What follows belongs to an exercise in optimizing a design on an open flow for small area; a production flow would make more cautious choices.
In this exercise RTL edits were held to simulation tests only and were not proved equivalent to the original.
No activity file was given, so power comes from the tool's default toggle rates.

==> design/flow/design.v <==
`default_nettype none
module top(
        input uart,
        input clk_12,
        input rst,
        output uart2
);
localparam [127:0] RXCHARS = 128'h148425168ea60d941b5f0a9c8751cb73;
localparam [511:0] FLAG = 512'h7133355f337630315f5f5f34616563643534653539643830666237363864393463346165653662356665617b67616c660a7d5f63693930315f316169376e3375;
localparam [127:0] TRY = 128'h0a2e2e7a6c70206e6961676120797254;
localparam [6:0] CNT_START = 7'd37;    
localparam [6:0] CNT_BIT = 7'd107;      
reg [6:0] cnt;
reg [3:0] bitn;
reg [5:0] idx;
reg ok;                  
reg tx;                  
wire tick = (cnt == 7'd0);
wire idle = ~tx & (bitn == 4'd1);
wire wrap = tick & (bitn == 4'd0) & (idx[3:0] == 4'd0);
wire to_tx = ~tx & wrap;
wire done = tx & wrap & (ok ? (idx[5:4] == 2'b01) : (idx[5:4] == 2'b10));
wire [7:0] rxchr = RXCHARS[idx[3:0]*8 +: 8];
wire [7:0] txchr = ok ? FLAG[idx*8 +: 8] : TRY[idx[3:0]*8 +: 8];
wire tab = tx ? txchr[bitn[2:0]] : rxchr[bitn[2:0]];    
always @(posedge clk_12) begin
        if (idle)
                cnt <= CNT_START;
        else if (tick)
                cnt <= CNT_BIT;
        else
                cnt <= {cnt[5:0], ~(cnt[6] ^ cnt[5])};
end
always @(posedge clk_12) begin
        if (rst | done) begin
                bitn <= 4'd1;
                idx <= 6'd0;
                ok <= 1'b1;
                tx <= 1'b0;
        end else begin
                if ((idle & ~uart) | (tx & tick & (bitn == 4'd0)))
                        bitn <= 4'd7;
                else if (tick) begin     
                        bitn <= bitn + 4'd1;
                        if (bitn == 4'd15)
                                idx <= idx + 6'd1;
                end
                if (to_tx)
                        tx <= 1'b1;
                if (~tx & tick & bitn[3] & (uart != tab))
                        ok <= 1'b0;
        end
end
assign uart2 = ~tx | (bitn[3] ? tab : (bitn != 4'd7));
endmodule
==> design/flow/flow/run.sh <==
#!/bin/bash
# Own layout flow: the standard layout (standard.sh), except that
#  - synthesis maps the logic with an area-oriented ABC script and without the adder
#    extraction step. The script restructures the logic with ABC's &deepsyn, whose result
#    depends on its random seed, and the cell mapping after it on the mapping commands: the
#    flow tries seeds 1..12, each with four mapping command lists, on the logic Yosys hands
#    to ABC, and synthesises with the pair whose mapping is smallest. Registers come out of the
#    same Yosys passes as the standard synthesis, so they keep their names and cell types;
#  - the port buffers are the smallest buffer, sky130_fd_sc_hd__buf_1;
#  - clock tree synthesis uses sky130_fd_sc_hd__clkbuf_4 and adds no dummy loads.
# Each step's full output goes to a log file here (synth_probe.log, seed_N.log, synth.log,
# layout.log) and ORFS's own logs under orfs/logs.
set -euo pipefail
W=$(pwd)
LIB="$FLOW_HOME/platforms/sky130hd/lib/sky130_fd_sc_hd__tt_025C_1v80.lib"
DONT=$(grep -oE 'sky130_fd_sc_hd__(probe|lpflow)[a-z0-9_]+' "$FLOW_HOME/platforms/sky130hd/config.mk" | sort -u | sed 's/^/-X /' | tr '\n' ' ')
MAP="dch -f; amap; topo"
YABC="$FLOW_HOME/../tools/install/yosys/bin/yosys-abc"
[ -x "$YABC" ] || YABC=$(command -v yosys-abc)

# synthesis with ABC script $1: ORFS's synth.tcl with the ABC script replaced, sourced by
# a copy of synth_recipe.tcl, run by a copy of standard.sh without the adder map
synth_with() {
  sed -e "/^source .*synth_preamble.tcl/a set abc_args [lreplace \$abc_args 1 1 {$1}]" \
    "$FLOW_HOME/scripts/synth.tcl" > "$W/my_synth_core.tcl"
  grep -q lreplace "$W/my_synth_core.tcl"
  sed -e "s#^source .*synth.tcl#source {$W/my_synth_core.tcl}#" "$W/synth_recipe.tcl" > "$W/my_synth.tcl"
  grep -q my_synth_core "$W/my_synth.tcl"
  sed -E "s#'?SYNTH_SCRIPT=[^ ']*'?#SYNTH_SCRIPT=$W/my_synth.tcl ADDER_MAP_FILE= \"BUFFER_PORTS_ARGS=-buffer_cell sky130_fd_sc_hd__buf_1\" \"CTS_ARGS=-sink_clustering_enable -repair_clock_nets -buf_list sky130_fd_sc_hd__clkbuf_4 -dont_use_dummy_load\"#" \
    "$W/standard.sh" > "$W/my_standard.sh"
  grep -q my_synth.tcl "$W/my_standard.sh"
}

# 1. a first synthesis that saves the logic ABC is given
printf 'write_blif %s\nstrash\n%s\n' "$W/abc_in.blif" "$MAP" > "$W/abc_probe.script"
synth_with "$W/abc_probe.script"
bash "$W/my_standard.sh" synth > "$W/synth_probe.log" 2>&1
test -s "$W/abc_in.blif"

# 2. &deepsyn with seeds 1..12, NUM_CORES at a time, each mapped four ways; keep the smallest
TAILS=("dch -f; amap" "dch; amap" "amap" "&get -n; &dch -f; &nf -R 1000; &put")
seed_area() {
  "$YABC" -c "read_lib -w $DONT $LIB; read $W/abc_in.blif; strash; &get -n; &deepsyn -S $1 -J 1000; &put; write_blif $W/seed_$1.blif" \
    > "$W/seed_$1.log" 2>&1 || true
  for T in 0 1 2 3; do
    "$YABC" -c "read_lib -w $DONT $LIB; read $W/seed_$1.blif; strash; ${TAILS[$T]}; topo; print_stats" \
      > "$W/seed_$1_map_$T.log" 2>&1 || true
  done
}
N=${NUM_CORES:-4}
SEEDS="1 2 3 4 5 6 7 8 9 10 11 12"
for S in $SEEDS; do
  seed_area $S &
  while [ "$(jobs -rp | wc -l)" -ge "$N" ]; do sleep 2; done
done
wait
BEST=1; BESTT=0; BESTA=1e30
for S in $SEEDS; do
  for T in 0 1 2 3; do
    A=$(grep -oE 'area *= *[0-9.]+' "$W/seed_${S}_map_$T.log" 2>/dev/null | tail -1 | grep -oE '[0-9.]+$' || true)
    echo "seed $S mapping $T area ${A:-none}" >> "$W/seeds.txt"
    if [ -n "$A" ] && awk "BEGIN{exit !($A < $BESTA)}"; then BEST=$S; BESTT=$T; BESTA=$A; fi
  done
done
echo "best seed $BEST mapping $BESTT area $BESTA" >> "$W/seeds.txt"

# 3. the synthesis for the layout, with the best seed and mapping, then the rest of the layout
printf 'strash\n&get -n\n&deepsyn -S %s -J 1000\n&put\nstrash\n%s\ntopo\n' "$BEST" "${TAILS[$BESTT]}" > "$W/abc_area.script"
synth_with "$W/abc_area.script"
bash "$W/my_standard.sh" clean_synth > "$W/clean_synth.log" 2>&1
bash "$W/my_standard.sh" synth > "$W/synth.log" 2>&1
bash "$W/my_standard.sh" finish > "$W/layout.log" 2>&1
test -f "$W/out/final.def"
==> design/flow/standard.sh <==
#!/bin/bash
# synth_recipe.tcl (not shown) runs the flow's synth.tcl, then flattens the netlist and writes it again
# the make line also repeats each setting of config.mk as NAME=value (left out here)
make -C /OpenROAD-flow-scripts/flow DESIGN_CONFIG=/design/flow/config.mk WORK_HOME=/design/flow/orfs CLKGATE_MAP_FILE= SYNTH_SCRIPT=/design/flow/synth_recipe.tcl "${@:-finish}"
==> design/flow/config.mk <==
export PLATFORM = sky130hd
export DESIGN_NAME = top
export DESIGN_NICKNAME = top
export VERILOG_FILES = /design/flow/design.v
export SDC_FILE = /design/flow/constraint.sdc
export NUM_CORES = 4
export LEC_CHECK = 0
export CAP_MARGIN = 20
export CORE_MARGIN = 2
export CORE_UTILIZATION = 40
export GPL_TIMING_DRIVEN = 0
export SLEW_MARGIN = 20
==> design/flow/constraint.sdc <==
create_clock -name core_clock -period 10.0 [get_ports {clk_12}]
set_input_delay 2.0000 -clock core_clock [delete_from_list [all_inputs] [get_ports {clk_12}]]
set_output_delay 2.0000 -clock core_clock [all_outputs]
set_load 0.01 [all_outputs]
==> flow_metrics.py <==
metrics = {
    "cts": {
        "cts_buffers": 3,
        "clockRootBuffer": "clkbuf_4",
        "clock_sinks": 19,
        "cts_max_path_buffers": 2,
        "post_cts_buffers": 0,
        "cts_hold_buf": 0,
        "cts_tree": "done",
        "ctsHtreeMaxLevel": 1,
        "clkTransAtPathRegs_ps": 110,
        "clock_latency_ps": 300,
        "cts-resized-gates": 0,
    },
    "synth": {
        "postSynthCellCount": 212,
        "ys_seq_area_frac": 0.2825,
        "syn_area_per_cell_um2": 6.350,
        "synth_top_cell_area_share": 0.2825,
        "synthFlopType": "dfxtp_1",
        "ys_warn_count": 1,
        "synth_nets": 215,
        "synth_seq_cells": 19,
        "ys_types": 27,
        "synth-edff-count": 0,
        "synth_top_cell_by_area": "dfxtp_1",
        "synthArstFlopShare": 0,
        "syn_area_mm2": 0.001346,
        "synthTopCellsByArea": "dfxtp_1 (28%), nor2_1 (15%), nor3_1 (7.8%)",
    },
    "power_and_ir_drop": {
        "p_switching_uw": 38.68,
        "seq_power_share": 0.613,
        "power.density_mw_per_mm2": 100.5,
        "swShare": 0.2677,
        "leakagePower_nw": 0.4563,
        "power_frac_clock": 0.247,
        "ir_drop_mv": 0.08773,
        "p_total_uw": 144.5,
        "power_frac_comb": 0.140,
        "internal_power_uw": 105.8,
    },
    "global_route": {
        "grt_pass1_vias": 1421,
        "antenna_found_initial": 0,
        "grtUsageTotal": 0.2195,
        "grt_max_degree": 14,
        "grt_overflow_total": 0,
        "grt_pass1_wl_um": 6320,
    },
    "drt": {
        "avgViaCountPerCell": 6.269,
        "drc": 0,
        "postRouteAntennaNets": 0,
        "totalWireLength_um": 3934,
        "via_count": 1655,
        "drt-initial-drc-count": 210,
        "avgRoutedWirePerCell_um": 14.90,
        "dr.pass1.iters": 5,
    },
    "worst_setup_path": {
        "crit_fanout": 11,
        "cp.required_ps": 8000,
        "arrival_ps": 4830,
        "end_kind": "output pin",
        "cp-startpoint": "tx",
        "crit_path_start_kind": "register",
        "path_class": "register to output pin",
        "crit-reg2reg-launch": "tx",
    },
    "final_layout": {
        "antenna_cells": 0,
        "drive_gt1_frac": 0.01376,
        "fin_nets": 223,
        "design_area_mm2": 0.001438,
        "area_growth_syn_to_layout_pct": 6.784,
        "layout_commonest_cell": "nor2_1",
        "fillers": 358,
        "final_cell_mix": "nor2_1 (55), clkinv_1 (26), nor3_1 (21), dfxtp_1 (19), nand2_1 (18)",
    },
    "run_status": {
        "outcome": "complete, no violations",
    },
    "die": {
        "fp.dieH_um": 62.02,
        "coreArea_mm2": 0.003284,
        "die_area_mm2": 0.003846,
        "pin_count": 4,
        "start_util": 0.4099,
        "num_rows": 21,
        "die_w_um": 62.02,
    },
    "sta": {
        "slew_headroom": 0.6553,
        "fin_skew_ps": 24.42,
        "slew_violations": 0,
        "finalSetupViolCount": 0,
        "rsz0062_at_grt": "false",
        "hold_slack_ps": 436.2,
        "final-hold-violation-count": 0,
        "layout_min_cycle_time_ps": 6829,
        "fmax_mhz": 146.4,
        "tightest_slew_ps": 513.2,
        "setup-tns-final_ps": 0,
        "fin_crit_sh": 0.6829,
    },
    "hold_path": {
        "min_from": "cnt[4]",
        "min_path_type": "register to register",
    },
    "placement": {
        "routabilityCongestion": 0.9436,
        "dp_hpwl_um": 3041,
        "io_buffers": 3,
        "placed_area_mm2": 0.001415,
    },
    "flow_run": {
        "cap_viol_max_count": 0,
    },
}
stage by stage:
step                  util  std cells  setup WS (ps)
detailed placement  0.4309        261           3741
global route        0.4377        264           2732
global placement    0.4309        261           3562
CTS                 0.4377        264           3408
floorplan                -        212           4787
finish              0.4377        264           3171
kinds of logic after synthesis:
group                  count (synthesis)  synth area share
AO/OA/AOI/OAI                         62            0.3151
buffers and inverters                 26           0.07249
AND/OR/NAND/NOR                      105            0.3299
flip-flops                            19            0.2825
cell type report:
| class | instances | area [um^2] | share of cell area |
|---|---|---|---|
| clock buffer | 3 | 22.52 | 0.01567 |
| sequential | 19 | 380.4 | 0.2646 |
| tap | 46 | 57.56 | 0.04003 |
| timing repair buffer | 3 | 11.26 | 0.007833 |
| multi-input combinational | 167 | 868.3 | 0.6040 |
| inverter | 26 | 97.59 | 0.06789 |
routing by layer:
metal	up-vias	wire length [um]	global-route usage
met3	21	274	0.03520
li1	790	-	-
met2	107	1764	0.3423
met5	-	0	0
met4	0	138	0.1155
met1	737	1757	0.2898
cell usage after synthesis (all sizes together) (3+ instances only):
cell / n
nor2: 55
clkinv: 26
nor3: 21
dfxtp: 19
nand2: 18
o21ai: 15
a21oi: 10
a31oi: 7
a211oi: 5
nand3: 4
a2111o: 3
a2111oi: 3
o2111ai: 3
o211ai: 3
o22ai: 3
sequential cells by signal, summed over array words and instances, names as in the netlist:
name	flops
bitn	4
cnt	7
idx	6
tx	1
ok	1
worst max-delay path: stages, from the launching register on:
cell,delay (ps)
dfxtp_1,590
clkinv_1,300
nor2_1,410
clkinv_1,310
nor3_1,470
a31oi_1,260
o21ai_0,350
clkinv_1,110
a31oi_1,180
o221ai_1,160
a31oi_1,280
a32oi_1,110
o221ai_1,170
a32oi_1,70
o21ai_0,150
nor2b_1,240
clkinv_1,90
o211ai_1,80
buf_1,170
path summary, 6_finish.rpt:
kind             to  slack, ps  cells after the start
max           uart2       3170                     18
max reg2reg      ok       5380                     18
min          cnt[5]        440                      1
min reg2reg  cnt[5]        440                      1
power groups by stage:
stage                     combinational (mW)  clock (mW)  sequential (mW)
after floorplan                       0.0160           0           0.0891
after global placement                0.0203           0           0.0905
after detailed placement              0.0202           0           0.0904
after CTS                             0.0203      0.0377           0.0886
after global routing                  0.0231      0.0410           0.0896
final                                 0.0203      0.0356           0.0886

port drivers added, routing unchanged:
In the flow no input, the clock included, has a driving cell. The finished layout below was timed again as built, in two steps. Step 1: set_driving_cell puts a clkbuf_16 on clk_12 and a buf_2 on each other input, an assumption about the parent block. Step 2 also shifts input and output timing later by t, the mid clock arrival at the registers, as if the neighbouring blocks saw the same clock. a / b / c = ideal / step 1 / step 2; a / b = the first two.
t, ns: 0.310
setup WS [ns]: 3.171 / 3.152 / 3.462
clock arrival spread, ns: 0.025 / 0.024
cell pins on the clock port's net: 1
After both steps setup and hold are still met in this run. For this run, drivers alone change the setup slack by -0.019 ns; drivers and shift together by +0.291 ns.
